What follows belongs to an exercise in optimizing a design on an open flow for small area, a short achievable clock period and few clock cycles per item; a production flow would make more cautious choices.
Function was not checked in any run shown here: the RTL went through the layout flow alone.
Power figures rest on the tool's default switching activity, not on a simulated workload.

`flow/flow/run.sh`:
```
#!/bin/bash
# The standard ORFS flow (standard.sh) with two changes:
#  - port buffers are sky130_fd_sc_hd__buf_2 cells instead of the default
#    delay buffers;
#  - before floorplanning, combinational cells start at drive strength 1
#    (flow/downsize.tcl); the flow's repair steps upsize where needed.
# Each tool's log stays under orfs/logs/; make's own output goes to run_make.log.
set -euo pipefail
here=$(pwd)
bash standard.sh \
  "BUFFER_PORTS_ARGS=-buffer_cell sky130_fd_sc_hd__buf_2" \
  "PRE_FLOORPLAN_TCL=$here/flow/downsize.tcl" \
  finish > run_make.log 2>&1
```
`flow/flow/downsize.tcl`:
```
# PRE_FLOORPLAN hook: start every combinational cell of the synthesized netlist
# at drive strength 1; the flow's own repair steps upsize cells where timing
# or slew needs it. Flip-flops keep the cell synthesis gave them.
set n_down 0
foreach inst [get_cells *] {
  set ref [get_property $inst ref_name]
  if { [regexp {^(sky130_fd_sc_hd__[a-z0-9]+)_([0-9]+)$} $ref -> base size] } {
    if { $size <= 1 || [string match "*__df*" $base] || [string match "*__conb*" $base] } {
      continue
    }
    set cand [get_lib_cells -quiet */${base}_1]
    if { [llength $cand] > 0 } {
      replace_cell $inst [lindex $cand 0]
      incr n_down
    }
  }
}
puts "downsize.tcl: $n_down cells set to drive strength 1"
```
`flow/standard.sh`:
```
#!/bin/bash
# synth_recipe.tcl (not shown) runs the flow's synth.tcl, then flattens the netlist and writes it again
# the make line also repeats each setting of config.mk as NAME=value (left out here)
make -C /OpenROAD-flow-scripts/flow DESIGN_CONFIG=/design/flow/config.mk WORK_HOME=/design/flow/orfs CLKGATE_MAP_FILE= SYNTH_SCRIPT=/design/flow/synth_recipe.tcl "${@:-finish}"
```
`flow/config.mk`:
```
export PLATFORM = sky130hd
export DESIGN_NAME = Complex_Multiplier
export DESIGN_NICKNAME = Complex_Multiplier
export VERILOG_FILES = /design/flow/design.v
export SDC_FILE = /design/flow/constraint.sdc
export NUM_CORES = 4
export LEC_CHECK = 0
export CAP_MARGIN = 20
export CORE_MARGIN = 2
export CORE_UTILIZATION = 60
export CTS_BUF_LIST = sky130_fd_sc_hd__clkbuf_4 sky130_fd_sc_hd__clkbuf_8
export SETUP_SLACK_MARGIN = 1.2
export SLEW_MARGIN = 20
export SYNTH_HIERARCHICAL = 1
```
`flow/constraint.sdc`:
```
create_clock -name core_clock -period 5.0 [get_ports {clk}]
set_input_delay 1.0000 -clock core_clock [delete_from_list [all_inputs] [get_ports {clk}]]
set_output_delay 1.0000 -clock core_clock [all_outputs]
set_load 0.01 [all_outputs]
```
`flow/design.v`:
```
module Complex_Multiplier (
	input clk,
	input rst,
	input signed  [7:0] Re_in_1,
	input signed  [7:0] Im_in_1,
	input signed  [7:0] Re_in_2,
	input signed  [7:0] Im_in_2,
	input signed  [1:0] data_valid_in,
	output signed [15:0] Re_out,
	output signed [15:0] Im_out,
	output signed [1:0] data_valid_out
);
wire cone1, ctwo2, cnz3, cnegn4, cone5, ctwo6, cnz7, cnegn8, cone9, ctwo10, cnz11, cnegn12, cone13, ctwo14, cnz15, cnegn16, done17, dtwo18, dnz19, dnegn20, done21, dtwo22, dnz23, dnegn24, done25, dtwo26, dnz27, dnegn28, done29, dtwo30, dnz31, dnegn32, pp33, pp34, pp35, pp36, pp37, pp38, pp39, pp40, pp41, pp42, pp43, pp44, pp45, pp46, pp47, pp48, pp49, pp50, pp51, pp52, pp53, pp54, pp55, pp56, pp57, pp58, pp59, pp60, pp61, pp62, pp63, pp64, pp65, pp66, pp67, pp68, pp69, pp70, pp71, pp72, pp73, pp74, pp75, pp76, pp77, pp78, pp79, pp80, pp81, pp82, pp83, pp84, pp85, pp86, pp87, pp88, pp89, pp90, pp91, pp92, pp93, pp94, pp95, pp96, pp97, pp98, pp99, pp100, pp101, pp102, pp103, pp104, ci105, ci106, ci107, ci108, res109, rec110, res111, rec112, res113, rec114, res115, rec116, res117, rec118, res119, rec120, res121, rec122, res123, rec124, res125, rec126, res127, rec128, res129, rec130, res131, rec132, res133, rec134, res135, rec136, res137, rec138, res139, rec140, res141, rec142, res143, rec144, res145, rec146, res147, rec148, res149, rec150, res151, rec152, res153, rec154, res155, rec156, res157, rec158, res159, rec160, res161, rec162, res163, rec164, res165, rec166, res167, rec168, res169, rec170, res171, rec172, res173, rec174, res175, rec176, res177, rec178, res179, rec180, res181, rec182, res183, rec184, res185, rec186, res187, rec188, res189, rec190, res191, rec192, res193, rec194, res195, rec196, res197, rec198, res199, rec200, res201, rec202, res203, rec204, res205, rec206, res207, rec208, res209, rec210, res211, rec212, res213, rec214, res215, rec216, res217, rec218, res219, rec220, res221, rec222, res223, rec224, res225, rec226, res227, rec228, res229, rec230, res231, rec232, res233, rec234, res235, rec236, res237, rec238, res239, rec240, res241, rec242, pp243, pp244, pp245, pp246, pp247, pp248, pp249, pp250, pp251, pp252, pp253, pp254, pp255, pp256, pp257, pp258, pp259, pp260, pp261, pp262, pp263, pp264, pp265, pp266, pp267, pp268, pp269, pp270, pp271, pp272, pp273, pp274, pp275, pp276, pp277, pp278, pp279, pp280, pp281, pp282, pp283, pp284, pp285, pp286, pp287, pp288, pp289, pp290, pp291, pp292, pp293, pp294, pp295, pp296, pp297, pp298, pp299, pp300, pp301, pp302, pp303, pp304, pp305, pp306, pp307, pp308, pp309, pp310, pp311, pp312, pp313, pp314, ci315, ci316, ci317, ci318, ims319, imc320, ims321, imc322, ims323, imc324, ims325, imc326, ims327, imc328, ims329, imc330, ims331, imc332, ims333, imc334, ims335, imc336, ims337, imc338, ims339, imc340, ims341, imc342, ims343, imc344, ims345, imc346, ims347, imc348, ims349, imc350, ims351, imc352, ims353, imc354, ims355, imc356, ims357, imc358, ims359, imc360, ims361, imc362, ims363, imc364, ims365, imc366, ims367, imc368, ims369, imc370, ims371, imc372, ims373, imc374, ims375, imc376, ims377, imc378, ims379, imc380, ims381, imc382, ims383, imc384, ims385, imc386, ims387, imc388, ims389, imc390, ims391, imc392, ims393, imc394, ims395, imc396, ims397, imc398, ims399, imc400, ims401, imc402, ims403, imc404, ims405, imc406, ims407, imc408, ims409, imc410, ims411, imc412, ims413, imc414, ims415, imc416, ims417, imc418, ims419, imc420, ims421, imc422, ims423, imc424, ims425, imc426, ims427, imc428, ims429, imc430, ims431, imc432, ims433, imc434, ims435, imc436, ims437, imc438, ims439, imc440, ims441, imc442, ims443, imc444, ims445, imc446, ims447, imc448, ims449, imc450, ims451, imc452, relos453, reloc454, relos455, reloc456, relos457, reloc458, relos459, reloc460, rex15461, imlos462, imloc463, imlos464, imloc465, imlos466, imloc467, imlos468, imloc469, imx15470;
cm_benc0 u_cone1 (.y1(Re_in_2[1]), .y0(Re_in_2[0]), .one(cone1), .two(ctwo2), .nz(cnz3));
assign cnegn4 = ~Re_in_2[1];
cm_benc u_cone5 (.y1(Re_in_2[3]), .y0(Re_in_2[2]), .ym(Re_in_2[1]), .one(cone5), .two(ctwo6), .nz(cnz7));
assign cnegn8 = ~Re_in_2[3];
cm_benc u_cone9 (.y1(Re_in_2[5]), .y0(Re_in_2[4]), .ym(Re_in_2[3]), .one(cone9), .two(ctwo10), .nz(cnz11));
assign cnegn12 = ~Re_in_2[5];
cm_benc u_cone13 (.y1(Re_in_2[7]), .y0(Re_in_2[6]), .ym(Re_in_2[5]), .one(cone13), .two(ctwo14), .nz(cnz15));
assign cnegn16 = ~Re_in_2[7];
cm_benc0 u_done17 (.y1(Im_in_2[1]), .y0(Im_in_2[0]), .one(done17), .two(dtwo18), .nz(dnz19));
assign dnegn20 = ~Im_in_2[1];
cm_benc u_done21 (.y1(Im_in_2[3]), .y0(Im_in_2[2]), .ym(Im_in_2[1]), .one(done21), .two(dtwo22), .nz(dnz23));
assign dnegn24 = ~Im_in_2[3];
cm_benc u_done25 (.y1(Im_in_2[5]), .y0(Im_in_2[4]), .ym(Im_in_2[3]), .one(done25), .two(dtwo26), .nz(dnz27));
assign dnegn28 = ~Im_in_2[5];
cm_benc u_done29 (.y1(Im_in_2[7]), .y0(Im_in_2[6]), .ym(Im_in_2[5]), .one(done29), .two(dtwo30), .nz(dnz31));
assign dnegn32 = ~Im_in_2[7];
cm_bsel1 u_pp33 (.e(cone1), .x(Re_in_1[0]), .n(Re_in_2[1]), .p(pp33));
cm_bsel2 u_pp34 (.e1(cone1), .x1(Re_in_1[1]), .e2(ctwo2), .x2(Re_in_1[0]), .n(Re_in_2[1]), .p(pp34));
cm_bsel2 u_pp35 (.e1(cone1), .x1(Re_in_1[2]), .e2(ctwo2), .x2(Re_in_1[1]), .n(Re_in_2[1]), .p(pp35));
cm_bsel2 u_pp36 (.e1(cone1), .x1(Re_in_1[3]), .e2(ctwo2), .x2(Re_in_1[2]), .n(Re_in_2[1]), .p(pp36));
cm_bsel2 u_pp37 (.e1(cone1), .x1(Re_in_1[4]), .e2(ctwo2), .x2(Re_in_1[3]), .n(Re_in_2[1]), .p(pp37));
cm_bsel2 u_pp38 (.e1(cone1), .x1(Re_in_1[5]), .e2(ctwo2), .x2(Re_in_1[4]), .n(Re_in_2[1]), .p(pp38));
cm_bsel2 u_pp39 (.e1(cone1), .x1(Re_in_1[6]), .e2(ctwo2), .x2(Re_in_1[5]), .n(Re_in_2[1]), .p(pp39));
cm_bsel2 u_pp40 (.e1(cone1), .x1(Re_in_1[7]), .e2(ctwo2), .x2(Re_in_1[6]), .n(Re_in_2[1]), .p(pp40));
cm_bsel1 u_pp41 (.e(cnz3), .x(Re_in_1[7]), .n(cnegn4), .p(pp41));
cm_bsel1 u_pp42 (.e(cone5), .x(Re_in_1[0]), .n(Re_in_2[3]), .p(pp42));
cm_bsel2 u_pp43 (.e1(cone5), .x1(Re_in_1[1]), .e2(ctwo6), .x2(Re_in_1[0]), .n(Re_in_2[3]), .p(pp43));
cm_bsel2 u_pp44 (.e1(cone5), .x1(Re_in_1[2]), .e2(ctwo6), .x2(Re_in_1[1]), .n(Re_in_2[3]), .p(pp44));
cm_bsel2 u_pp45 (.e1(cone5), .x1(Re_in_1[3]), .e2(ctwo6), .x2(Re_in_1[2]), .n(Re_in_2[3]), .p(pp45));
cm_bsel2 u_pp46 (.e1(cone5), .x1(Re_in_1[4]), .e2(ctwo6), .x2(Re_in_1[3]), .n(Re_in_2[3]), .p(pp46));
cm_bsel2 u_pp47 (.e1(cone5), .x1(Re_in_1[5]), .e2(ctwo6), .x2(Re_in_1[4]), .n(Re_in_2[3]), .p(pp47));
cm_bsel2 u_pp48 (.e1(cone5), .x1(Re_in_1[6]), .e2(ctwo6), .x2(Re_in_1[5]), .n(Re_in_2[3]), .p(pp48));
cm_bsel2 u_pp49 (.e1(cone5), .x1(Re_in_1[7]), .e2(ctwo6), .x2(Re_in_1[6]), .n(Re_in_2[3]), .p(pp49));
cm_bsel1 u_pp50 (.e(cnz7), .x(Re_in_1[7]), .n(cnegn8), .p(pp50));
cm_bsel1 u_pp51 (.e(cone9), .x(Re_in_1[0]), .n(Re_in_2[5]), .p(pp51));
cm_bsel2 u_pp52 (.e1(cone9), .x1(Re_in_1[1]), .e2(ctwo10), .x2(Re_in_1[0]), .n(Re_in_2[5]), .p(pp52));
cm_bsel2 u_pp53 (.e1(cone9), .x1(Re_in_1[2]), .e2(ctwo10), .x2(Re_in_1[1]), .n(Re_in_2[5]), .p(pp53));
cm_bsel2 u_pp54 (.e1(cone9), .x1(Re_in_1[3]), .e2(ctwo10), .x2(Re_in_1[2]), .n(Re_in_2[5]), .p(pp54));
cm_bsel2 u_pp55 (.e1(cone9), .x1(Re_in_1[4]), .e2(ctwo10), .x2(Re_in_1[3]), .n(Re_in_2[5]), .p(pp55));
cm_bsel2 u_pp56 (.e1(cone9), .x1(Re_in_1[5]), .e2(ctwo10), .x2(Re_in_1[4]), .n(Re_in_2[5]), .p(pp56));
cm_bsel2 u_pp57 (.e1(cone9), .x1(Re_in_1[6]), .e2(ctwo10), .x2(Re_in_1[5]), .n(Re_in_2[5]), .p(pp57));
cm_bsel2 u_pp58 (.e1(cone9), .x1(Re_in_1[7]), .e2(ctwo10), .x2(Re_in_1[6]), .n(Re_in_2[5]), .p(pp58));
cm_bsel1 u_pp59 (.e(cnz11), .x(Re_in_1[7]), .n(cnegn12), .p(pp59));
cm_bsel1 u_pp60 (.e(cone13), .x(Re_in_1[0]), .n(Re_in_2[7]), .p(pp60));
cm_bsel2 u_pp61 (.e1(cone13), .x1(Re_in_1[1]), .e2(ctwo14), .x2(Re_in_1[0]), .n(Re_in_2[7]), .p(pp61));
cm_bsel2 u_pp62 (.e1(cone13), .x1(Re_in_1[2]), .e2(ctwo14), .x2(Re_in_1[1]), .n(Re_in_2[7]), .p(pp62));
cm_bsel2 u_pp63 (.e1(cone13), .x1(Re_in_1[3]), .e2(ctwo14), .x2(Re_in_1[2]), .n(Re_in_2[7]), .p(pp63));
cm_bsel2 u_pp64 (.e1(cone13), .x1(Re_in_1[4]), .e2(ctwo14), .x2(Re_in_1[3]), .n(Re_in_2[7]), .p(pp64));
cm_bsel2 u_pp65 (.e1(cone13), .x1(Re_in_1[5]), .e2(ctwo14), .x2(Re_in_1[4]), .n(Re_in_2[7]), .p(pp65));
cm_bsel2 u_pp66 (.e1(cone13), .x1(Re_in_1[6]), .e2(ctwo14), .x2(Re_in_1[5]), .n(Re_in_2[7]), .p(pp66));
cm_bsel2 u_pp67 (.e1(cone13), .x1(Re_in_1[7]), .e2(ctwo14), .x2(Re_in_1[6]), .n(Re_in_2[7]), .p(pp67));
cm_bsel1 u_pp68 (.e(cnz15), .x(Re_in_1[7]), .n(cnegn16), .p(pp68));
cm_bsel1 u_pp69 (.e(done17), .x(Im_in_1[0]), .n(dnegn20), .p(pp69));
cm_bsel2 u_pp70 (.e1(done17), .x1(Im_in_1[1]), .e2(dtwo18), .x2(Im_in_1[0]), .n(dnegn20), .p(pp70));
cm_bsel2 u_pp71 (.e1(done17), .x1(Im_in_1[2]), .e2(dtwo18), .x2(Im_in_1[1]), .n(dnegn20), .p(pp71));
cm_bsel2 u_pp72 (.e1(done17), .x1(Im_in_1[3]), .e2(dtwo18), .x2(Im_in_1[2]), .n(dnegn20), .p(pp72));
cm_bsel2 u_pp73 (.e1(done17), .x1(Im_in_1[4]), .e2(dtwo18), .x2(Im_in_1[3]), .n(dnegn20), .p(pp73));
cm_bsel2 u_pp74 (.e1(done17), .x1(Im_in_1[5]), .e2(dtwo18), .x2(Im_in_1[4]), .n(dnegn20), .p(pp74));
cm_bsel2 u_pp75 (.e1(done17), .x1(Im_in_1[6]), .e2(dtwo18), .x2(Im_in_1[5]), .n(dnegn20), .p(pp75));
cm_bsel2 u_pp76 (.e1(done17), .x1(Im_in_1[7]), .e2(dtwo18), .x2(Im_in_1[6]), .n(dnegn20), .p(pp76));
cm_bsel1 u_pp77 (.e(dnz19), .x(Im_in_1[7]), .n(Im_in_2[1]), .p(pp77));
cm_bsel1 u_pp78 (.e(done21), .x(Im_in_1[0]), .n(dnegn24), .p(pp78));
cm_bsel2 u_pp79 (.e1(done21), .x1(Im_in_1[1]), .e2(dtwo22), .x2(Im_in_1[0]), .n(dnegn24), .p(pp79));
cm_bsel2 u_pp80 (.e1(done21), .x1(Im_in_1[2]), .e2(dtwo22), .x2(Im_in_1[1]), .n(dnegn24), .p(pp80));
cm_bsel2 u_pp81 (.e1(done21), .x1(Im_in_1[3]), .e2(dtwo22), .x2(Im_in_1[2]), .n(dnegn24), .p(pp81));
cm_bsel2 u_pp82 (.e1(done21), .x1(Im_in_1[4]), .e2(dtwo22), .x2(Im_in_1[3]), .n(dnegn24), .p(pp82));
cm_bsel2 u_pp83 (.e1(done21), .x1(Im_in_1[5]), .e2(dtwo22), .x2(Im_in_1[4]), .n(dnegn24), .p(pp83));
cm_bsel2 u_pp84 (.e1(done21), .x1(Im_in_1[6]), .e2(dtwo22), .x2(Im_in_1[5]), .n(dnegn24), .p(pp84));
cm_bsel2 u_pp85 (.e1(done21), .x1(Im_in_1[7]), .e2(dtwo22), .x2(Im_in_1[6]), .n(dnegn24), .p(pp85));
cm_bsel1 u_pp86 (.e(dnz23), .x(Im_in_1[7]), .n(Im_in_2[3]), .p(pp86));
cm_bsel1 u_pp87 (.e(done25), .x(Im_in_1[0]), .n(dnegn28), .p(pp87));
cm_bsel2 u_pp88 (.e1(done25), .x1(Im_in_1[1]), .e2(dtwo26), .x2(Im_in_1[0]), .n(dnegn28), .p(pp88));
cm_bsel2 u_pp89 (.e1(done25), .x1(Im_in_1[2]), .e2(dtwo26), .x2(Im_in_1[1]), .n(dnegn28), .p(pp89));
cm_bsel2 u_pp90 (.e1(done25), .x1(Im_in_1[3]), .e2(dtwo26), .x2(Im_in_1[2]), .n(dnegn28), .p(pp90));
cm_bsel2 u_pp91 (.e1(done25), .x1(Im_in_1[4]), .e2(dtwo26), .x2(Im_in_1[3]), .n(dnegn28), .p(pp91));
cm_bsel2 u_pp92 (.e1(done25), .x1(Im_in_1[5]), .e2(dtwo26), .x2(Im_in_1[4]), .n(dnegn28), .p(pp92));
cm_bsel2 u_pp93 (.e1(done25), .x1(Im_in_1[6]), .e2(dtwo26), .x2(Im_in_1[5]), .n(dnegn28), .p(pp93));
cm_bsel2 u_pp94 (.e1(done25), .x1(Im_in_1[7]), .e2(dtwo26), .x2(Im_in_1[6]), .n(dnegn28), .p(pp94));
cm_bsel1 u_pp95 (.e(dnz27), .x(Im_in_1[7]), .n(Im_in_2[5]), .p(pp95));
cm_bsel1 u_pp96 (.e(done29), .x(Im_in_1[0]), .n(dnegn32), .p(pp96));
cm_bsel2 u_pp97 (.e1(done29), .x1(Im_in_1[1]), .e2(dtwo30), .x2(Im_in_1[0]), .n(dnegn32), .p(pp97));
cm_bsel2 u_pp98 (.e1(done29), .x1(Im_in_1[2]), .e2(dtwo30), .x2(Im_in_1[1]), .n(dnegn32), .p(pp98));
cm_bsel2 u_pp99 (.e1(done29), .x1(Im_in_1[3]), .e2(dtwo30), .x2(Im_in_1[2]), .n(dnegn32), .p(pp99));
cm_bsel2 u_pp100 (.e1(done29), .x1(Im_in_1[4]), .e2(dtwo30), .x2(Im_in_1[3]), .n(dnegn32), .p(pp100));
cm_bsel2 u_pp101 (.e1(done29), .x1(Im_in_1[5]), .e2(dtwo30), .x2(Im_in_1[4]), .n(dnegn32), .p(pp101));
cm_bsel2 u_pp102 (.e1(done29), .x1(Im_in_1[6]), .e2(dtwo30), .x2(Im_in_1[5]), .n(dnegn32), .p(pp102));
cm_bsel2 u_pp103 (.e1(done29), .x1(Im_in_1[7]), .e2(dtwo30), .x2(Im_in_1[6]), .n(dnegn32), .p(pp103));
cm_bsel1 u_pp104 (.e(dnz31), .x(Im_in_1[7]), .n(Im_in_2[7]), .p(pp104));
assign ci105 = ~pp49;
assign ci106 = ~pp100;
assign ci107 = ~pp102;
assign ci108 = ~pp104;
cm_ha u_res109 (.a(Re_in_2[7]), .b(dnegn32), .s(res109), .co(rec110));
cm_fa u_res111 (.a(Re_in_2[5]), .b(dnegn28), .c(pp37), .s(res111), .co(rec112));
cm_ha u_res113 (.a(pp38), .b(pp45), .s(res113), .co(rec114));
cm_fa u_res115 (.a(res109), .b(pp39), .c(pp46), .s(res115), .co(rec116));
cm_fa u_res117 (.a(pp53), .b(pp60), .c(pp75), .s(res117), .co(rec118));
cm_fa u_res119 (.a(rec110), .b(pp40), .c(pp47), .s(res119), .co(rec120));
cm_fa u_res121 (.a(pp54), .b(pp61), .c(pp76), .s(res121), .co(rec122));
cm_ha u_res123 (.a(pp83), .b(pp90), .s(res123), .co(rec124));
cm_fa u_res125 (.a(pp41), .b(pp48), .c(pp55), .s(res125), .co(rec126));
cm_fa u_res127 (.a(pp62), .b(pp77), .c(pp84), .s(res127), .co(rec128));
cm_ha u_res129 (.a(pp91), .b(pp98), .s(res129), .co(rec130));
cm_fa u_res131 (.a(pp56), .b(pp63), .c(pp85), .s(res131), .co(rec132));
cm_ha u_res133 (.a(pp92), .b(pp99), .s(res133), .co(rec134));
cm_fa u_res135 (.a(pp49), .b(pp50), .c(pp57), .s(res135), .co(rec136));
cm_ha u_res137 (.a(pp64), .b(pp86), .s(res137), .co(rec138));
cm_ha u_res139 (.a(pp100), .b(pp101), .s(res139), .co(rec140));
cm_fa u_res141 (.a(Re_in_2[3]), .b(dnegn24), .c(pp35), .s(res141), .co(rec142));
cm_ha u_res143 (.a(pp36), .b(pp43), .s(res143), .co(rec144));
cm_fa u_res145 (.a(pp44), .b(pp51), .c(pp73), .s(res145), .co(rec146));
cm_ha u_res147 (.a(pp80), .b(pp87), .s(res147), .co(rec148));
cm_fa u_res149 (.a(pp52), .b(pp74), .c(pp81), .s(res149), .co(rec150));
cm_fa u_res151 (.a(pp88), .b(res113), .c(rec112), .s(res151), .co(rec152));
cm_fa u_res153 (.a(pp82), .b(pp89), .c(pp96), .s(res153), .co(rec154));
cm_fa u_res155 (.a(rec114), .b(res115), .c(res117), .s(res155), .co(rec156));
cm_fa u_res157 (.a(pp97), .b(res123), .c(rec116), .s(res157), .co(rec158));
cm_fa u_res159 (.a(rec118), .b(res119), .c(res121), .s(res159), .co(rec160));
cm_fa u_res161 (.a(rec124), .b(res129), .c(rec120), .s(res161), .co(rec162));
cm_fa u_res163 (.a(rec122), .b(res125), .c(res127), .s(res163), .co(rec164));
cm_fa u_res165 (.a(ci105), .b(rec130), .c(res133), .s(res165), .co(rec166));
cm_fa u_res167 (.a(rec126), .b(rec128), .c(res131), .s(res167), .co(rec168));
cm_fa u_res169 (.a(pp93), .b(ci106), .c(rec134), .s(res169), .co(rec170));
cm_fa u_res171 (.a(res137), .b(rec132), .c(res135), .s(res171), .co(rec172));
cm_fa u_res173 (.a(pp58), .b(pp65), .c(pp94), .s(res173), .co(rec174));
cm_fa u_res175 (.a(rec138), .b(res139), .c(rec136), .s(res175), .co(rec176));
cm_fa u_res177 (.a(pp59), .b(pp66), .c(pp95), .s(res177), .co(rec178));
cm_ha u_res179 (.a(ci107), .b(rec140), .s(res179), .co(rec180));
cm_ha u_res181 (.a(pp102), .b(pp103), .s(res181), .co(rec182));
cm_ha u_res183 (.a(Re_in_2[1]), .b(dnegn20), .s(res183), .co(rec184));
cm_ha u_res185 (.a(pp42), .b(pp71), .s(res185), .co(rec186));
cm_fa u_res187 (.a(pp72), .b(pp79), .c(res143), .s(res187), .co(rec188));
cm_fa u_res189 (.a(rec144), .b(res147), .c(res111), .s(res189), .co(rec190));
cm_fa u_res191 (.a(rec148), .b(rec146), .c(res149), .s(res191), .co(rec192));
cm_fa u_res193 (.a(rec150), .b(res153), .c(rec152), .s(res193), .co(rec194));
cm_fa u_res195 (.a(rec154), .b(rec156), .c(res157), .s(res195), .co(rec196));
cm_fa u_res197 (.a(rec158), .b(rec160), .c(res161), .s(res197), .co(rec198));
cm_fa u_res199 (.a(res165), .b(rec162), .c(rec164), .s(res199), .co(rec200));
cm_fa u_res201 (.a(rec166), .b(res169), .c(rec168), .s(res201), .co(rec202));
cm_fa u_res203 (.a(res173), .b(rec170), .c(rec172), .s(res203), .co(rec204));
cm_fa u_res205 (.a(rec174), .b(res179), .c(res177), .s(res205), .co(rec206));
cm_fa u_res207 (.a(pp67), .b(res181), .c(rec180), .s(res207), .co(rec208));
cm_ha u_res209 (.a(pp68), .b(ci108), .s(res209), .co(rec210));
cm_ha u_res211 (.a(res183), .b(pp33), .s(res211), .co(rec212));
cm_fa u_res213 (.a(rec184), .b(pp34), .c(pp70), .s(res213), .co(rec214));
cm_fa u_res215 (.a(pp78), .b(res185), .c(res141), .s(res215), .co(rec216));
cm_fa u_res217 (.a(rec186), .b(rec142), .c(res187), .s(res217), .co(rec218));
cm_fa u_res219 (.a(res145), .b(rec188), .c(res189), .s(res219), .co(rec220));
cm_fa u_res221 (.a(rec190), .b(res151), .c(res191), .s(res221), .co(rec222));
cm_fa u_res223 (.a(rec192), .b(res155), .c(res193), .s(res223), .co(rec224));
cm_fa u_res225 (.a(res159), .b(rec194), .c(res195), .s(res225), .co(rec226));
cm_fa u_res227 (.a(res163), .b(rec196), .c(res197), .s(res227), .co(rec228));
cm_fa u_res229 (.a(res167), .b(rec198), .c(res199), .s(res229), .co(rec230));
cm_fa u_res231 (.a(res171), .b(rec200), .c(res201), .s(res231), .co(rec232));
cm_fa u_res233 (.a(res175), .b(rec202), .c(res203), .s(res233), .co(rec234));
cm_fa u_res235 (.a(rec176), .b(res205), .c(rec204), .s(res235), .co(rec236));
cm_fa u_res237 (.a(rec178), .b(res207), .c(rec206), .s(res237), .co(rec238));
cm_fa u_res239 (.a(rec182), .b(res209), .c(rec208), .s(res239), .co(rec240));
cm_ha u_res241 (.a(pp104), .b(rec210), .s(res241), .co(rec242));
cm_bsel1 u_pp243 (.e(cone1), .x(Im_in_1[0]), .n(Re_in_2[1]), .p(pp243));
cm_bsel2 u_pp244 (.e1(cone1), .x1(Im_in_1[1]), .e2(ctwo2), .x2(Im_in_1[0]), .n(Re_in_2[1]), .p(pp244));
cm_bsel2 u_pp245 (.e1(cone1), .x1(Im_in_1[2]), .e2(ctwo2), .x2(Im_in_1[1]), .n(Re_in_2[1]), .p(pp245));
cm_bsel2 u_pp246 (.e1(cone1), .x1(Im_in_1[3]), .e2(ctwo2), .x2(Im_in_1[2]), .n(Re_in_2[1]), .p(pp246));
cm_bsel2 u_pp247 (.e1(cone1), .x1(Im_in_1[4]), .e2(ctwo2), .x2(Im_in_1[3]), .n(Re_in_2[1]), .p(pp247));
cm_bsel2 u_pp248 (.e1(cone1), .x1(Im_in_1[5]), .e2(ctwo2), .x2(Im_in_1[4]), .n(Re_in_2[1]), .p(pp248));
cm_bsel2 u_pp249 (.e1(cone1), .x1(Im_in_1[6]), .e2(ctwo2), .x2(Im_in_1[5]), .n(Re_in_2[1]), .p(pp249));
cm_bsel2 u_pp250 (.e1(cone1), .x1(Im_in_1[7]), .e2(ctwo2), .x2(Im_in_1[6]), .n(Re_in_2[1]), .p(pp250));
cm_bsel1 u_pp251 (.e(cnz3), .x(Im_in_1[7]), .n(cnegn4), .p(pp251));
cm_bsel1 u_pp252 (.e(cone5), .x(Im_in_1[0]), .n(Re_in_2[3]), .p(pp252));
cm_bsel2 u_pp253 (.e1(cone5), .x1(Im_in_1[1]), .e2(ctwo6), .x2(Im_in_1[0]), .n(Re_in_2[3]), .p(pp253));
cm_bsel2 u_pp254 (.e1(cone5), .x1(Im_in_1[2]), .e2(ctwo6), .x2(Im_in_1[1]), .n(Re_in_2[3]), .p(pp254));
cm_bsel2 u_pp255 (.e1(cone5), .x1(Im_in_1[3]), .e2(ctwo6), .x2(Im_in_1[2]), .n(Re_in_2[3]), .p(pp255));
cm_bsel2 u_pp256 (.e1(cone5), .x1(Im_in_1[4]), .e2(ctwo6), .x2(Im_in_1[3]), .n(Re_in_2[3]), .p(pp256));
cm_bsel2 u_pp257 (.e1(cone5), .x1(Im_in_1[5]), .e2(ctwo6), .x2(Im_in_1[4]), .n(Re_in_2[3]), .p(pp257));
cm_bsel2 u_pp258 (.e1(cone5), .x1(Im_in_1[6]), .e2(ctwo6), .x2(Im_in_1[5]), .n(Re_in_2[3]), .p(pp258));
cm_bsel2 u_pp259 (.e1(cone5), .x1(Im_in_1[7]), .e2(ctwo6), .x2(Im_in_1[6]), .n(Re_in_2[3]), .p(pp259));
cm_bsel1 u_pp260 (.e(cnz7), .x(Im_in_1[7]), .n(cnegn8), .p(pp260));
cm_bsel1 u_pp261 (.e(cone9), .x(Im_in_1[0]), .n(Re_in_2[5]), .p(pp261));
cm_bsel2 u_pp262 (.e1(cone9), .x1(Im_in_1[1]), .e2(ctwo10), .x2(Im_in_1[0]), .n(Re_in_2[5]), .p(pp262));
cm_bsel2 u_pp263 (.e1(cone9), .x1(Im_in_1[2]), .e2(ctwo10), .x2(Im_in_1[1]), .n(Re_in_2[5]), .p(pp263));
cm_bsel2 u_pp264 (.e1(cone9), .x1(Im_in_1[3]), .e2(ctwo10), .x2(Im_in_1[2]), .n(Re_in_2[5]), .p(pp264));
cm_bsel2 u_pp265 (.e1(cone9), .x1(Im_in_1[4]), .e2(ctwo10), .x2(Im_in_1[3]), .n(Re_in_2[5]), .p(pp265));
cm_bsel2 u_pp266 (.e1(cone9), .x1(Im_in_1[5]), .e2(ctwo10), .x2(Im_in_1[4]), .n(Re_in_2[5]), .p(pp266));
cm_bsel2 u_pp267 (.e1(cone9), .x1(Im_in_1[6]), .e2(ctwo10), .x2(Im_in_1[5]), .n(Re_in_2[5]), .p(pp267));
cm_bsel2 u_pp268 (.e1(cone9), .x1(Im_in_1[7]), .e2(ctwo10), .x2(Im_in_1[6]), .n(Re_in_2[5]), .p(pp268));
cm_bsel1 u_pp269 (.e(cnz11), .x(Im_in_1[7]), .n(cnegn12), .p(pp269));
cm_bsel1 u_pp270 (.e(cone13), .x(Im_in_1[0]), .n(Re_in_2[7]), .p(pp270));
cm_bsel2 u_pp271 (.e1(cone13), .x1(Im_in_1[1]), .e2(ctwo14), .x2(Im_in_1[0]), .n(Re_in_2[7]), .p(pp271));
cm_bsel2 u_pp272 (.e1(cone13), .x1(Im_in_1[2]), .e2(ctwo14), .x2(Im_in_1[1]), .n(Re_in_2[7]), .p(pp272));
cm_bsel2 u_pp273 (.e1(cone13), .x1(Im_in_1[3]), .e2(ctwo14), .x2(Im_in_1[2]), .n(Re_in_2[7]), .p(pp273));
cm_bsel2 u_pp274 (.e1(cone13), .x1(Im_in_1[4]), .e2(ctwo14), .x2(Im_in_1[3]), .n(Re_in_2[7]), .p(pp274));
cm_bsel2 u_pp275 (.e1(cone13), .x1(Im_in_1[5]), .e2(ctwo14), .x2(Im_in_1[4]), .n(Re_in_2[7]), .p(pp275));
cm_bsel2 u_pp276 (.e1(cone13), .x1(Im_in_1[6]), .e2(ctwo14), .x2(Im_in_1[5]), .n(Re_in_2[7]), .p(pp276));
cm_bsel2 u_pp277 (.e1(cone13), .x1(Im_in_1[7]), .e2(ctwo14), .x2(Im_in_1[6]), .n(Re_in_2[7]), .p(pp277));
cm_bsel1 u_pp278 (.e(cnz15), .x(Im_in_1[7]), .n(cnegn16), .p(pp278));
cm_bsel1 u_pp279 (.e(done17), .x(Re_in_1[0]), .n(Im_in_2[1]), .p(pp279));
cm_bsel2 u_pp280 (.e1(done17), .x1(Re_in_1[1]), .e2(dtwo18), .x2(Re_in_1[0]), .n(Im_in_2[1]), .p(pp280));
cm_bsel2 u_pp281 (.e1(done17), .x1(Re_in_1[2]), .e2(dtwo18), .x2(Re_in_1[1]), .n(Im_in_2[1]), .p(pp281));
cm_bsel2 u_pp282 (.e1(done17), .x1(Re_in_1[3]), .e2(dtwo18), .x2(Re_in_1[2]), .n(Im_in_2[1]), .p(pp282));
cm_bsel2 u_pp283 (.e1(done17), .x1(Re_in_1[4]), .e2(dtwo18), .x2(Re_in_1[3]), .n(Im_in_2[1]), .p(pp283));
cm_bsel2 u_pp284 (.e1(done17), .x1(Re_in_1[5]), .e2(dtwo18), .x2(Re_in_1[4]), .n(Im_in_2[1]), .p(pp284));
cm_bsel2 u_pp285 (.e1(done17), .x1(Re_in_1[6]), .e2(dtwo18), .x2(Re_in_1[5]), .n(Im_in_2[1]), .p(pp285));
cm_bsel2 u_pp286 (.e1(done17), .x1(Re_in_1[7]), .e2(dtwo18), .x2(Re_in_1[6]), .n(Im_in_2[1]), .p(pp286));
cm_bsel1 u_pp287 (.e(dnz19), .x(Re_in_1[7]), .n(dnegn20), .p(pp287));
cm_bsel1 u_pp288 (.e(done21), .x(Re_in_1[0]), .n(Im_in_2[3]), .p(pp288));
cm_bsel2 u_pp289 (.e1(done21), .x1(Re_in_1[1]), .e2(dtwo22), .x2(Re_in_1[0]), .n(Im_in_2[3]), .p(pp289));
cm_bsel2 u_pp290 (.e1(done21), .x1(Re_in_1[2]), .e2(dtwo22), .x2(Re_in_1[1]), .n(Im_in_2[3]), .p(pp290));
cm_bsel2 u_pp291 (.e1(done21), .x1(Re_in_1[3]), .e2(dtwo22), .x2(Re_in_1[2]), .n(Im_in_2[3]), .p(pp291));
cm_bsel2 u_pp292 (.e1(done21), .x1(Re_in_1[4]), .e2(dtwo22), .x2(Re_in_1[3]), .n(Im_in_2[3]), .p(pp292));
cm_bsel2 u_pp293 (.e1(done21), .x1(Re_in_1[5]), .e2(dtwo22), .x2(Re_in_1[4]), .n(Im_in_2[3]), .p(pp293));
cm_bsel2 u_pp294 (.e1(done21), .x1(Re_in_1[6]), .e2(dtwo22), .x2(Re_in_1[5]), .n(Im_in_2[3]), .p(pp294));
cm_bsel2 u_pp295 (.e1(done21), .x1(Re_in_1[7]), .e2(dtwo22), .x2(Re_in_1[6]), .n(Im_in_2[3]), .p(pp295));
cm_bsel1 u_pp296 (.e(dnz23), .x(Re_in_1[7]), .n(dnegn24), .p(pp296));
cm_bsel1 u_pp297 (.e(done25), .x(Re_in_1[0]), .n(Im_in_2[5]), .p(pp297));
cm_bsel2 u_pp298 (.e1(done25), .x1(Re_in_1[1]), .e2(dtwo26), .x2(Re_in_1[0]), .n(Im_in_2[5]), .p(pp298));
cm_bsel2 u_pp299 (.e1(done25), .x1(Re_in_1[2]), .e2(dtwo26), .x2(Re_in_1[1]), .n(Im_in_2[5]), .p(pp299));
cm_bsel2 u_pp300 (.e1(done25), .x1(Re_in_1[3]), .e2(dtwo26), .x2(Re_in_1[2]), .n(Im_in_2[5]), .p(pp300));
cm_bsel2 u_pp301 (.e1(done25), .x1(Re_in_1[4]), .e2(dtwo26), .x2(Re_in_1[3]), .n(Im_in_2[5]), .p(pp301));
cm_bsel2 u_pp302 (.e1(done25), .x1(Re_in_1[5]), .e2(dtwo26), .x2(Re_in_1[4]), .n(Im_in_2[5]), .p(pp302));
cm_bsel2 u_pp303 (.e1(done25), .x1(Re_in_1[6]), .e2(dtwo26), .x2(Re_in_1[5]), .n(Im_in_2[5]), .p(pp303));
cm_bsel2 u_pp304 (.e1(done25), .x1(Re_in_1[7]), .e2(dtwo26), .x2(Re_in_1[6]), .n(Im_in_2[5]), .p(pp304));
cm_bsel1 u_pp305 (.e(dnz27), .x(Re_in_1[7]), .n(dnegn28), .p(pp305));
cm_bsel1 u_pp306 (.e(done29), .x(Re_in_1[0]), .n(Im_in_2[7]), .p(pp306));
cm_bsel2 u_pp307 (.e1(done29), .x1(Re_in_1[1]), .e2(dtwo30), .x2(Re_in_1[0]), .n(Im_in_2[7]), .p(pp307));
cm_bsel2 u_pp308 (.e1(done29), .x1(Re_in_1[2]), .e2(dtwo30), .x2(Re_in_1[1]), .n(Im_in_2[7]), .p(pp308));
cm_bsel2 u_pp309 (.e1(done29), .x1(Re_in_1[3]), .e2(dtwo30), .x2(Re_in_1[2]), .n(Im_in_2[7]), .p(pp309));
cm_bsel2 u_pp310 (.e1(done29), .x1(Re_in_1[4]), .e2(dtwo30), .x2(Re_in_1[3]), .n(Im_in_2[7]), .p(pp310));
cm_bsel2 u_pp311 (.e1(done29), .x1(Re_in_1[5]), .e2(dtwo30), .x2(Re_in_1[4]), .n(Im_in_2[7]), .p(pp311));
cm_bsel2 u_pp312 (.e1(done29), .x1(Re_in_1[6]), .e2(dtwo30), .x2(Re_in_1[5]), .n(Im_in_2[7]), .p(pp312));
cm_bsel2 u_pp313 (.e1(done29), .x1(Re_in_1[7]), .e2(dtwo30), .x2(Re_in_1[6]), .n(Im_in_2[7]), .p(pp313));
cm_bsel1 u_pp314 (.e(dnz31), .x(Re_in_1[7]), .n(dnegn32), .p(pp314));
assign ci315 = ~pp259;
assign ci316 = ~pp259;
assign ci317 = ~pp269;
assign ci318 = ~pp278;
cm_ha u_ims319 (.a(Im_in_2[7]), .b(Re_in_2[7]), .s(ims319), .co(imc320));
cm_fa u_ims321 (.a(Im_in_2[5]), .b(Re_in_2[5]), .c(pp247), .s(ims321), .co(imc322));
cm_ha u_ims323 (.a(pp248), .b(pp255), .s(ims323), .co(imc324));
cm_fa u_ims325 (.a(ims319), .b(pp249), .c(pp256), .s(ims325), .co(imc326));
cm_fa u_ims327 (.a(pp263), .b(pp270), .c(pp285), .s(ims327), .co(imc328));
cm_fa u_ims329 (.a(imc320), .b(pp250), .c(pp257), .s(ims329), .co(imc330));
cm_fa u_ims331 (.a(pp264), .b(pp271), .c(pp286), .s(ims331), .co(imc332));
cm_ha u_ims333 (.a(pp293), .b(pp300), .s(ims333), .co(imc334));
cm_fa u_ims335 (.a(pp251), .b(pp258), .c(pp265), .s(ims335), .co(imc336));
cm_fa u_ims337 (.a(pp272), .b(pp287), .c(pp294), .s(ims337), .co(imc338));
cm_ha u_ims339 (.a(pp301), .b(pp308), .s(ims339), .co(imc340));
cm_fa u_ims341 (.a(pp266), .b(pp273), .c(pp295), .s(ims341), .co(imc342));
cm_ha u_ims343 (.a(pp302), .b(pp309), .s(ims343), .co(imc344));
cm_fa u_ims345 (.a(pp260), .b(pp267), .c(pp274), .s(ims345), .co(imc346));
cm_ha u_ims347 (.a(pp296), .b(pp303), .s(ims347), .co(imc348));
cm_ha u_ims349 (.a(pp259), .b(pp268), .s(ims349), .co(imc350));
cm_fa u_ims351 (.a(Im_in_2[3]), .b(Re_in_2[3]), .c(pp245), .s(ims351), .co(imc352));
cm_ha u_ims353 (.a(pp246), .b(pp253), .s(ims353), .co(imc354));
cm_fa u_ims355 (.a(pp254), .b(pp261), .c(pp283), .s(ims355), .co(imc356));
cm_ha u_ims357 (.a(pp290), .b(pp297), .s(ims357), .co(imc358));
cm_fa u_ims359 (.a(pp262), .b(pp284), .c(pp291), .s(ims359), .co(imc360));
cm_fa u_ims361 (.a(pp298), .b(ims323), .c(imc322), .s(ims361), .co(imc362));
cm_fa u_ims363 (.a(pp292), .b(pp299), .c(pp306), .s(ims363), .co(imc364));
cm_fa u_ims365 (.a(imc324), .b(ims325), .c(ims327), .s(ims365), .co(imc366));
cm_fa u_ims367 (.a(pp307), .b(ims333), .c(imc326), .s(ims367), .co(imc368));
cm_fa u_ims369 (.a(imc328), .b(ims329), .c(ims331), .s(ims369), .co(imc370));
cm_fa u_ims371 (.a(imc334), .b(ims339), .c(imc330), .s(ims371), .co(imc372));
cm_fa u_ims373 (.a(imc332), .b(ims335), .c(ims337), .s(ims373), .co(imc374));
cm_fa u_ims375 (.a(ci315), .b(imc340), .c(ims343), .s(ims375), .co(imc376));
cm_fa u_ims377 (.a(imc336), .b(imc338), .c(ims341), .s(ims377), .co(imc378));
cm_fa u_ims379 (.a(pp310), .b(ci316), .c(imc344), .s(ims379), .co(imc380));
cm_fa u_ims381 (.a(ims347), .b(imc342), .c(ims345), .s(ims381), .co(imc382));
cm_fa u_ims383 (.a(pp275), .b(pp304), .c(pp311), .s(ims383), .co(imc384));
cm_fa u_ims385 (.a(imc348), .b(ims349), .c(imc346), .s(ims385), .co(imc386));
cm_fa u_ims387 (.a(pp276), .b(pp305), .c(pp312), .s(ims387), .co(imc388));
cm_ha u_ims389 (.a(ci317), .b(imc350), .s(ims389), .co(imc390));
cm_ha u_ims391 (.a(pp269), .b(pp277), .s(ims391), .co(imc392));
cm_ha u_ims393 (.a(Im_in_2[1]), .b(Re_in_2[1]), .s(ims393), .co(imc394));
cm_ha u_ims395 (.a(pp252), .b(pp281), .s(ims395), .co(imc396));
cm_fa u_ims397 (.a(pp282), .b(pp289), .c(ims353), .s(ims397), .co(imc398));
cm_fa u_ims399 (.a(imc354), .b(ims357), .c(ims321), .s(ims399), .co(imc400));
cm_fa u_ims401 (.a(imc358), .b(imc356), .c(ims359), .s(ims401), .co(imc402));
cm_fa u_ims403 (.a(imc360), .b(ims363), .c(imc362), .s(ims403), .co(imc404));
cm_fa u_ims405 (.a(imc364), .b(imc366), .c(ims367), .s(ims405), .co(imc406));
cm_fa u_ims407 (.a(imc368), .b(imc370), .c(ims371), .s(ims407), .co(imc408));
cm_fa u_ims409 (.a(ims375), .b(imc372), .c(imc374), .s(ims409), .co(imc410));
cm_fa u_ims411 (.a(imc376), .b(ims379), .c(imc378), .s(ims411), .co(imc412));
cm_fa u_ims413 (.a(ims383), .b(imc380), .c(imc382), .s(ims413), .co(imc414));
cm_fa u_ims415 (.a(imc384), .b(ims389), .c(ims387), .s(ims415), .co(imc416));
cm_fa u_ims417 (.a(pp313), .b(ims391), .c(imc390), .s(ims417), .co(imc418));
cm_ha u_ims419 (.a(pp314), .b(ci318), .s(ims419), .co(imc420));
cm_ha u_ims421 (.a(ims393), .b(pp243), .s(ims421), .co(imc422));
cm_fa u_ims423 (.a(imc394), .b(pp244), .c(pp280), .s(ims423), .co(imc424));
cm_fa u_ims425 (.a(pp288), .b(ims395), .c(ims351), .s(ims425), .co(imc426));
cm_fa u_ims427 (.a(imc396), .b(imc352), .c(ims397), .s(ims427), .co(imc428));
cm_fa u_ims429 (.a(ims355), .b(imc398), .c(ims399), .s(ims429), .co(imc430));
cm_fa u_ims431 (.a(imc400), .b(ims361), .c(ims401), .s(ims431), .co(imc432));
cm_fa u_ims433 (.a(imc402), .b(ims365), .c(ims403), .s(ims433), .co(imc434));
cm_fa u_ims435 (.a(ims369), .b(imc404), .c(ims405), .s(ims435), .co(imc436));
cm_fa u_ims437 (.a(ims373), .b(imc406), .c(ims407), .s(ims437), .co(imc438));
cm_fa u_ims439 (.a(ims377), .b(imc408), .c(ims409), .s(ims439), .co(imc440));
cm_fa u_ims441 (.a(ims381), .b(imc410), .c(ims411), .s(ims441), .co(imc442));
cm_fa u_ims443 (.a(ims385), .b(imc412), .c(ims413), .s(ims443), .co(imc444));
cm_fa u_ims445 (.a(imc386), .b(ims415), .c(imc414), .s(ims445), .co(imc446));
cm_fa u_ims447 (.a(imc388), .b(ims417), .c(imc416), .s(ims447), .co(imc448));
cm_fa u_ims449 (.a(imc392), .b(ims419), .c(imc418), .s(ims449), .co(imc450));
cm_ha u_ims451 (.a(pp278), .b(imc420), .s(ims451), .co(imc452));
cm_ha u_relos453 (.a(pp69), .b(res211), .s(relos453), .co(reloc454));
cm_fa u_relos455 (.a(rec212), .b(res213), .c(reloc454), .s(relos455), .co(reloc456));
cm_fa u_relos457 (.a(rec214), .b(res215), .c(reloc456), .s(relos457), .co(reloc458));
cm_fa u_relos459 (.a(rec216), .b(res217), .c(reloc458), .s(relos459), .co(reloc460));
cm_xor2 u_rex15461 (.a(res241), .b(rec240), .y(rex15461));
cm_ha u_imlos462 (.a(pp279), .b(ims421), .s(imlos462), .co(imloc463));
cm_fa u_imlos464 (.a(imc422), .b(ims423), .c(imloc463), .s(imlos464), .co(imloc465));
cm_fa u_imlos466 (.a(imc424), .b(ims425), .c(imloc465), .s(imlos466), .co(imloc467));
cm_fa u_imlos468 (.a(imc426), .b(ims427), .c(imloc467), .s(imlos468), .co(imloc469));
cm_xor2 u_imx15470 (.a(ims451), .b(imc450), .y(imx15470));
reg vld_q;
always @(posedge clk) vld_q <= ~rst & (|data_valid_in);
assign data_valid_out = {1'b0, vld_q};
wire [15:0] re_r0 = {res241, res239, res237, rec234, rec232, rec230, rec228, rec226, rec224, rec222, rec220, rec218, rec216, rec214, rec212, pp69};
wire [15:0] re_r1 = {rec240, rec238, rec236, res235, res233, res231, res229, res227, res225, res223, res221, res219, res217, res215, res213, res211};
reg [3:0] re_lo_q;
always @(posedge clk) re_lo_q <= {relos459, relos457, relos455, relos453};
reg re_q0_4;
always @(posedge clk) re_q0_4 <= rec218;
reg re_q0_5;
always @(posedge clk) re_q0_5 <= rec220;
reg re_q0_6;
always @(posedge clk) re_q0_6 <= rec222;
reg re_q0_7;
always @(posedge clk) re_q0_7 <= rec224;
reg re_q0_8;
always @(posedge clk) re_q0_8 <= rec226;
reg re_q0_9;
always @(posedge clk) re_q0_9 <= rec228;
reg re_q0_10;
always @(posedge clk) re_q0_10 <= rec230;
reg re_q0_11;
always @(posedge clk) re_q0_11 <= rec232;
reg re_q0_12;
always @(posedge clk) re_q0_12 <= rec234;
reg re_q0_13;
always @(posedge clk) re_q0_13 <= res237;
reg re_q0_14;
always @(posedge clk) re_q0_14 <= res239;
reg re_q0_15;
always @(posedge clk) re_q0_15 <= rex15461;
reg re_q1_4;
always @(posedge clk) re_q1_4 <= res219;
reg re_q1_5;
always @(posedge clk) re_q1_5 <= res221;
reg re_q1_6;
always @(posedge clk) re_q1_6 <= res223;
reg re_q1_7;
always @(posedge clk) re_q1_7 <= res225;
reg re_q1_8;
always @(posedge clk) re_q1_8 <= res227;
reg re_q1_9;
always @(posedge clk) re_q1_9 <= res229;
reg re_q1_10;
always @(posedge clk) re_q1_10 <= res231;
reg re_q1_11;
always @(posedge clk) re_q1_11 <= res233;
reg re_q1_12;
always @(posedge clk) re_q1_12 <= res235;
reg re_q1_13;
always @(posedge clk) re_q1_13 <= rec236;
reg re_q1_14;
always @(posedge clk) re_q1_14 <= rec238;
reg re_cy_q;
always @(posedge clk) re_cy_q <= reloc460;
assign Re_out = {{re_q0_15, re_q0_14, re_q0_13, re_q0_12, re_q0_11, re_q0_10, re_q0_9, re_q0_8, re_q0_7, re_q0_6, re_q0_5, re_q0_4} + {1'b0, re_q1_14, re_q1_13, re_q1_12, re_q1_11, re_q1_10, re_q1_9, re_q1_8, re_q1_7, re_q1_6, re_q1_5, re_q1_4} + re_cy_q, re_lo_q};
wire [15:0] im_r0 = {ims451, ims449, ims447, imc444, imc442, imc440, imc438, imc436, imc434, imc432, imc430, imc428, imc426, imc424, imc422, pp279};
wire [15:0] im_r1 = {imc450, imc448, imc446, ims445, ims443, ims441, ims439, ims437, ims435, ims433, ims431, ims429, ims427, ims425, ims423, ims421};
reg [3:0] im_lo_q;
always @(posedge clk) im_lo_q <= {imlos468, imlos466, imlos464, imlos462};
reg im_q0_4;
always @(posedge clk) im_q0_4 <= imc428;
reg im_q0_5;
always @(posedge clk) im_q0_5 <= imc430;
reg im_q0_6;
always @(posedge clk) im_q0_6 <= imc432;
reg im_q0_7;
always @(posedge clk) im_q0_7 <= imc434;
reg im_q0_8;
always @(posedge clk) im_q0_8 <= imc436;
reg im_q0_9;
always @(posedge clk) im_q0_9 <= imc438;
reg im_q0_10;
always @(posedge clk) im_q0_10 <= imc440;
reg im_q0_11;
always @(posedge clk) im_q0_11 <= imc442;
reg im_q0_12;
always @(posedge clk) im_q0_12 <= imc444;
reg im_q0_13;
always @(posedge clk) im_q0_13 <= ims447;
reg im_q0_14;
always @(posedge clk) im_q0_14 <= ims449;
reg im_q0_15;
always @(posedge clk) im_q0_15 <= imx15470;
reg im_q1_4;
always @(posedge clk) im_q1_4 <= ims429;
reg im_q1_5;
always @(posedge clk) im_q1_5 <= ims431;
reg im_q1_6;
always @(posedge clk) im_q1_6 <= ims433;
reg im_q1_7;
always @(posedge clk) im_q1_7 <= ims435;
reg im_q1_8;
always @(posedge clk) im_q1_8 <= ims437;
reg im_q1_9;
always @(posedge clk) im_q1_9 <= ims439;
reg im_q1_10;
always @(posedge clk) im_q1_10 <= ims441;
reg im_q1_11;
always @(posedge clk) im_q1_11 <= ims443;
reg im_q1_12;
always @(posedge clk) im_q1_12 <= ims445;
reg im_q1_13;
always @(posedge clk) im_q1_13 <= imc446;
reg im_q1_14;
always @(posedge clk) im_q1_14 <= imc448;
reg im_cy_q;
always @(posedge clk) im_cy_q <= imloc469;
assign Im_out = {{im_q0_15, im_q0_14, im_q0_13, im_q0_12, im_q0_11, im_q0_10, im_q0_9, im_q0_8, im_q0_7, im_q0_6, im_q0_5, im_q0_4} + {1'b0, im_q1_14, im_q1_13, im_q1_12, im_q1_11, im_q1_10, im_q1_9, im_q1_8, im_q1_7, im_q1_6, im_q1_5, im_q1_4} + im_cy_q, im_lo_q};
endmodule
module cm_fa (input a, input b, input c, output s, output co);
  assign s = a ^ b ^ c;
  assign co = (a & b) | (a & c) | (b & c);
endmodule
module cm_bsel1 (input e, input x, input n, output p);
  assign p = (e & x) ^ n;
endmodule
module cm_bsel2 (input e1, input x1, input e2, input x2, input n, output p);
  assign p = ((e1 & x1) | (e2 & x2)) ^ n;
endmodule
module cm_benc (input y1, input y0, input ym, output one, output two, output nz);
  assign one = y0 ^ ym;
  assign two = (y1 & ~y0 & ~ym) | (~y1 & y0 & ym);
  assign nz = ~(y1 & y0 & ym) & (y1 | y0 | ym);
endmodule
module cm_benc0 (input y1, input y0, output one, output two, output nz);
  assign one = y0;
  assign two = y1 & ~y0;
  assign nz = y1 | y0;
endmodule
module cm_ao21 (input a, input b, input c, output y);
  assign y = (a & b) | c;
endmodule
module cm_and2 (input a, input b, output y);
  assign y = a & b;
endmodule
module cm_xor2 (input a, input b, output y);
  assign y = a ^ b;
endmodule
module cm_ha (input a, input b, output s, output co);
  assign s = a ^ b;
  assign co = a & b;
endmodule
```
==> summary.md, run 1 <==
| Metric | Value |
|---|---|
| Slew Limit Fails | `0` |
| Core area | `11910 sq um` |
| WP buf/inv | `3` |
| ANT nets after route | `0` |
| Layout cells sized above 1 | `17.94%` |
| CP Capture Type | `register` |
| Clk pin slew, worst setup/hold paths | `approximately 60 ps` |
| Max-cap viol count | `0` |
| Final period util | `about three quarters` |
| Lkg Pwr | `between 3 and 4 nW` |
| Final Hold Fails | `0` |
| Crit Path Max Fanout | `11` |
| PD cells | `between 500 and 600 nW/um^2` |
| Vias | `5785` |
| Setup TNS | `0 ps` |
| Die boundary height | `114.1 microns` |
| Hold Path Class | `in2reg` |
| Routed wire length | `18.10 mm` |
| Initial DRC Count | `398` |
| CP Launch Point | `Re_in_2[3]` |
| Seq pwr share | `17.6%` |
| Clock network fraction of design power | `between 8 and 9%` |
| Initial antenna violation count | `0` |
| Critical path launch point type | `input port` |
| I/O pins | `70` |
| CP peak stage delay | `roughly 540 ps` |
| Slew @ Worst Pin | `618.3 ps` |
| Clock Tree Buf Depth | `2` |
| H-tree depth | `3` |
| Worst path top cell family by delay | `adder cells` |
| Initial Util | `61.07%` |
| Sw Pwr | `2.117 mW` |
| CP required | `5240 ps` |
| Reg area | `1141 sq um` |
| Yosys warns | `7` |
| Die W | `114.1 microns` |
| Clk sinks | `57` |
| Hold_buf cts | `0` |
| Gate power share | `~74%` |
| First-pass GRT wire length | `29.00 mm` |
| Cell Chain, Critical Path | `buf_6 -> buf_12 -> nand2b_1 -> o21ai_2 -> buf_6 -> a22oi_1 -> xnor2_1 -> fa_2 -> fa_2 -> fa_1 -> fa_1` |
| Cell row count | `40` |
| Final HPWL DP | `roughly 13 mm` |
| GRT Util Overall | `29.22%` |
| Cells after Synth | `slightly below 700` |
| CTS tree | `done` |
| Biggest regs | `im_lo_q (4), re_lo_q (4)` |
| Final setup fails | `0` |
| CP arrival | `3960 ps` |
| Post-route minimum period | `approximately 3700 ps` |
| Buffers on Ports | `approximately 70` |
| CP endpoint | `im_q1_9$_DFF_P_` |
| DR DRC count | `0` |
| Die Footprint | `13020 sq um` |
| Worst path slowest cell | `fa_1` |
| Syn Nets | `884` |
| Footprint of the multi-input gates | `6190 sq um` |
| Status | `finished clean` |
| Maximum VDD drop | `0.5475 mV` |
| Vias/cell | `6.128` |
| Final core occ | `70.74%` |
| Fmax | `about 270 MHz` |
| Sw Ratio | `a little under half` |
| Kind of critical path | `in2reg` |
| Slew Limit Headroom | `58.75%` |
| DR WL/cell | `19.17 microns` |
| CTS Buf Count | `9` |
| Clk root buf | `clkbuf_8` |
| WP depth | `11` |
| Placer Congestion | `0.9320` |
| Global route overflow | `0` |
| Vias in the first global route | `5768` |
| Largest net degree at the start of global routing | `23` |
| Filler cells | `940` |
| RSZ-0062 raised after global routing | `no` |
| N_diodes | `0` |
| 1st-pass router iterations | `5` |
| Int Power | `roughly 2.5 mW` |
| Layout Nets | `around 1000` |
## final cells by class
class                   count  share of cell area [%]
multi-input cells         596                   73.46
clock buffers              11                   1.723
repair buffers            105                   7.781
inverters                  24                   1.069
flip-flops and latches     57                   13.54
well taps                 147                   2.183
clock inverters             4                  0.2376
## metrics by stage
step / setup WS, ps / hold WS, ps / instance area, sq um / cells / power, mW
2_1_floorplan: 1206 / 1072 / 7341 / 682 / 3.220
3_3_place_gp: 519.8 / 1156 / 8056 / 920 / 4.111
3_5_place_dp: 422.4 / 1166 / 8056 / 920 / 4.235
4_1_cts: 1201 / 772.0 / 8262 / 935 / 4.657
5_1_grt: 1203 / 774.2 / 8426 / 944 / 5.162
6_report: 1284 / 784.5 / 8426 / 944 / 4.637
## cells in the final DEF (no fill, tap or decap), types with 10 or more instances in the layout
cell / instances
nor2_1: 16
dfxtp_1: 57
buf_2: 64
nand2_1: 36
clkbuf_8: 10
ha_1: 54
inv_1: 24
a22oi_1: 112
a21oi_1: 15
fa_1: 105
xnor2_1: 153
buf_4: 35
## routing by layer
| layer | GRT usage, % | vias up | routed length [microns] | share of wire, % |
|---|---|---|---|---|
| met3 | 6.882 | 36 | 1293 | 7.1 |
| li1 | - | 2616 | - | - |
| met2 | 44.40 | 218 | 8301 | 46 |
| met5 | 0 | - | 0 | 0 |
| met1 | 41.60 | 2915 | 8051 | 44 |
| met4 | 9.512 | 0 | 453 | 2.5 |
## power by group through the flow
stage / combinational [mW] / clock, mW / sequential [mW]
floorplan: 2.39 / 0 / 0.827
global placement: 3.29 / 0 / 0.821
detailed placement: 3.41 / 0 / 0.828
CTS: 3.44 / 0.398 / 0.819
global route: 3.91 / 0.418 / 0.837
finish: 3.44 / 0.386 / 0.814
## worst min-delay path by stage
stage | startpoint | to | slack [ps] | cells after the start
2_1_floorplan | rst | vld_q$_DFF_P_ | 1070 | 1
6_report | rst | vld_q$_DFF_P_ | 780 | 2
3_3_place_gp | rst | vld_q$_DFF_P_ | 1160 | 2
5_1_grt | rst | vld_q$_DFF_P_ | 770 | 2
4_1_cts | rst | vld_q$_DFF_P_ | 770 | 2
3_5_place_dp | rst | vld_q$_DFF_P_ | 1170 | 2
## what timing repair did
item,in CTS,in global routing
gates resized for setup,8,23
endpoints found under the setup margin,29,20
buffers inserted,0,8
cloned,0,1
pin swaps,0,17
==> run 2: changes to the inputs <==
--- a/flow/config.mk
+++ b/flow/config.mk
@@ -11,2 +11,4 @@
 export CTS_BUF_LIST = sky130_fd_sc_hd__clkbuf_4 sky130_fd_sc_hd__clkbuf_8
+export CTS_CLUSTER_DIAMETER = 80
+export CTS_CLUSTER_SIZE = 30
 export SETUP_SLACK_MARGIN = 1.2
==> run 2 against run 1 <==
- combinational power barely moved
- flip-flop and latch count is the same
- highest routed layer unchanged
- core utilization did not move
- non-clock buffer count did not move
- clock-buffer cell count unchanged
- total power is the same
- cell area is the same
- die area stayed put
- hold slack stayed put
- routed wire length stayed put
- synthesized cell count is the same
==> summary.md, run 2 <==
| Metric | Value |
|---|---|
| Sw Ratio | `45.66%` |
| Pre-CTS setup slack | `422.4 ps` |
| Seq pwr share | `17.6%` |
| Largest net degree at the start of global routing | `23` |
| CTS tree | `done` |
| ANT nets after route | `0` |
| GRT Util Overall | `29.22%` |
| N_diodes | `0` |
| Final setup fails | `0` |
| Biggest regs | `im_lo_q (4), re_lo_q (4)` |
| Vias/cell | `6.128` |
| Hold WS | `between 700 and 800 ps` |
| Commonest non-fill, non-tap cell in the layout | `xnor2_1` |
| Clock network fraction of design power | `8.3%` |
| H-tree depth | `3` |
| Vias | `5785` |
| Clock Tree Buf Depth | `2` |
| First-pass GRT wire length | `29.00 mm` |
| CTS Buf Count | `9` |
| I/O pins | `70` |
| Clk sinks | `between 50 and 60` |
| Final period util | `74.31%` |
| Setup ws final | `1284 ps` |
| Beginning of the worst hold path | `rst` |
| Sw Pwr | `2.117 mW` |
| Slew @ Worst Pin | `618.3 ps` |
| M1 WL | `8.051 mm` |
| Initial antenna violation count | `0` |
| Kind of critical path | `in2reg` |
| Max-cap viol count | `0` |
| 1st-pass router iterations | `5` |
| Hold Path Class | `in2reg` |
| Final core occ | `70.74%` |
| Int Power | `around 2.5 mW` |
| Crit Path Max Fanout | `11` |
| Cells after Synth | `around 680` |
| Final HPWL DP | `roughly 13 mm` |
| Layout cells sized above 1 | `17.94%` |
| Global route overflow | `0` |
| Post-route minimum period | `3716 ps` |
| Gate power share | `74.1%` |
| Setup TNS | `0 ps` |
| Final Hold Fails | `0` |
| Status | `finished clean` |
| Power Total | `4.637 mW` |
| Core area | `around 12000 sq um` |
| RSZ-0062 raised after global routing | `no` |
| Clk pin slew, worst setup/hold paths | `60 ps` |
| Placer Congestion | `0.9320` |
| Layout Nets | `about 1000` |
| Die Footprint | `approximately 13000 sq um` |
| Worst Hold End | `vld_q$_DFF_P_` |
| Most frequent cells in the layout | `xnor2_1, a22oi_1, fa_1` |
| Die W | `114.1 microns` |
| Critical path launch point type | `input port` |
| Clk root buf | `clkbuf_8` |
| CP Capture Type | `register` |
| Top layer in use | `met4` |
| Maximum VDD drop | `0.5475 mV` |
| Met3 WL post-DR | `1.293 mm` |
| CP arrival | `3960 ps` |
| Yosys warns | `7` |
| Initial DRC Count | `about 400` |
| Metal2 WL | `8.301 mm` |
| Syn Nets | `884` |
| Slew Limit Headroom | `58.75%` |
| Slew Limit Fails | `0` |
| Buffers on Ports | `a little under 70` |
| Hold_buf cts | `0` |
| Cell row count | `40` |
| CP required | `5240 ps` |
| Vias in the first global route | `slightly below 6000` |
| PD cells | `around 550 nW/um^2` |
| DR WL/cell | `19.17 microns` |
| Lkg Pwr | `about 3.4 nW` |
| DR DRC count | `0` |
| Fmax | `269.1 MHz` |
| Initial Util | `61.07%` |
| Hold depth | `2` |
| Routed wire length | `18.10 mm` |
| Die boundary height | `114.1 microns` |
-- run 2: critical path, cell delays in order --
cell and delay, ps:
buf_6 130, buf_12 150, nand2b_1 150, o21ai_2 210, buf_6 170, a22oi_1 80
xnor2_1 270, fa_2 470, fa_2 360, fa_1 540, fa_1 400
-- run 2: what timing repair did --
action | CTS | global route
endpoints found under the setup margin | 29 | 20
gates cloned | 0 | 1
pin swaps | 0 | 17
buffers inserted | 0 | 8
resized for setup | 8 | 23
-- run 2: final cells by class --
class                           count  area (sq um)
Multi-Input combinational cell    596          6190
Fill cell                         940          3486
Sequential cell                    57          1141
Timing Repair Buffer              105         655.6
Tap cell                          147         183.9
Clock buffer                       11         145.1
Inverter                           24         90.09
Clock inverter                      4         20.02
-- run 2: metrics by stage --
stage                     cells  cell area, sq um
after floorplan             682              7341
after global placement      920              8056
after detailed placement    920              8056
after CTS                   935              8262
after global routing        944              8426
final                       944              8426
-- run 2: worst max path at each step --
stage	slack (ps)	cells after the start	to	start
floorplan	1210	8	re_q1_9$_DFF_P_	Im_in_2[5]
global placement	520	9	im_q1_9$_DFF_P_	Im_in_2[5]
detailed placement	420	9	im_q1_9$_DFF_P_	Im_in_2[5]
CTS	1200	9	re_q1_8$_DFF_P_	Re_in_2[3]
global route	1200	8	re_q1_10$_DFF_P_	Im_in_2[1]
finish	1280	11	im_q1_9$_DFF_P_	Re_in_2[3]
-- run 2: power by group through the flow --
stage / logic, mW / clock network [mW] / registers (mW)
final: 3.44 / 0.386 / 0.814
after global routing: 3.91 / 0.418 / 0.837
after CTS: 3.44 / 0.398 / 0.819
after detailed placement: 3.41 / 0 / 0.828
after global placement: 3.29 / 0 / 0.821
after floorplan: 2.39 / 0 / 0.827
-- run 2: per-layer routing --
layer	global-route usage, %	up-vias
li1	-	2616
met2	44.40	218
met1	41.60	2915
met5	0	-
met4	9.512	0
met3	6.882	36

-- port drivers added, routing unchanged --
Ports are ideal in the flow. The routed layouts listed here were re-timed in OpenROAD.
Step 1 assumes that a clkbuf_16 drives the clock port and a buf_2 every other input.
Step 2 times the ports against the registers' clock, not the clock port: input delays grow and output delays shrink by t, the midpoint of the rising clock arrivals with the driver on.
a / b / c = ideal / step 1 / step 2; a / b = the first two.
| run | t (ns) | slack for setup (ns) | worst hold slack (ns) | cell pins on the clock port's net |
|---|---|---|---|---|
| run 1 | 0.401 | 1.284 / 1.287 / 0.886 | 0.784 / 0.768 / 1.169 | 1 |
| run 2 | 0.401 | 1.284 / 1.287 / 0.886 | 0.784 / 0.768 / 1.169 | 1 |
After both steps setup and hold are still met in every run listed.
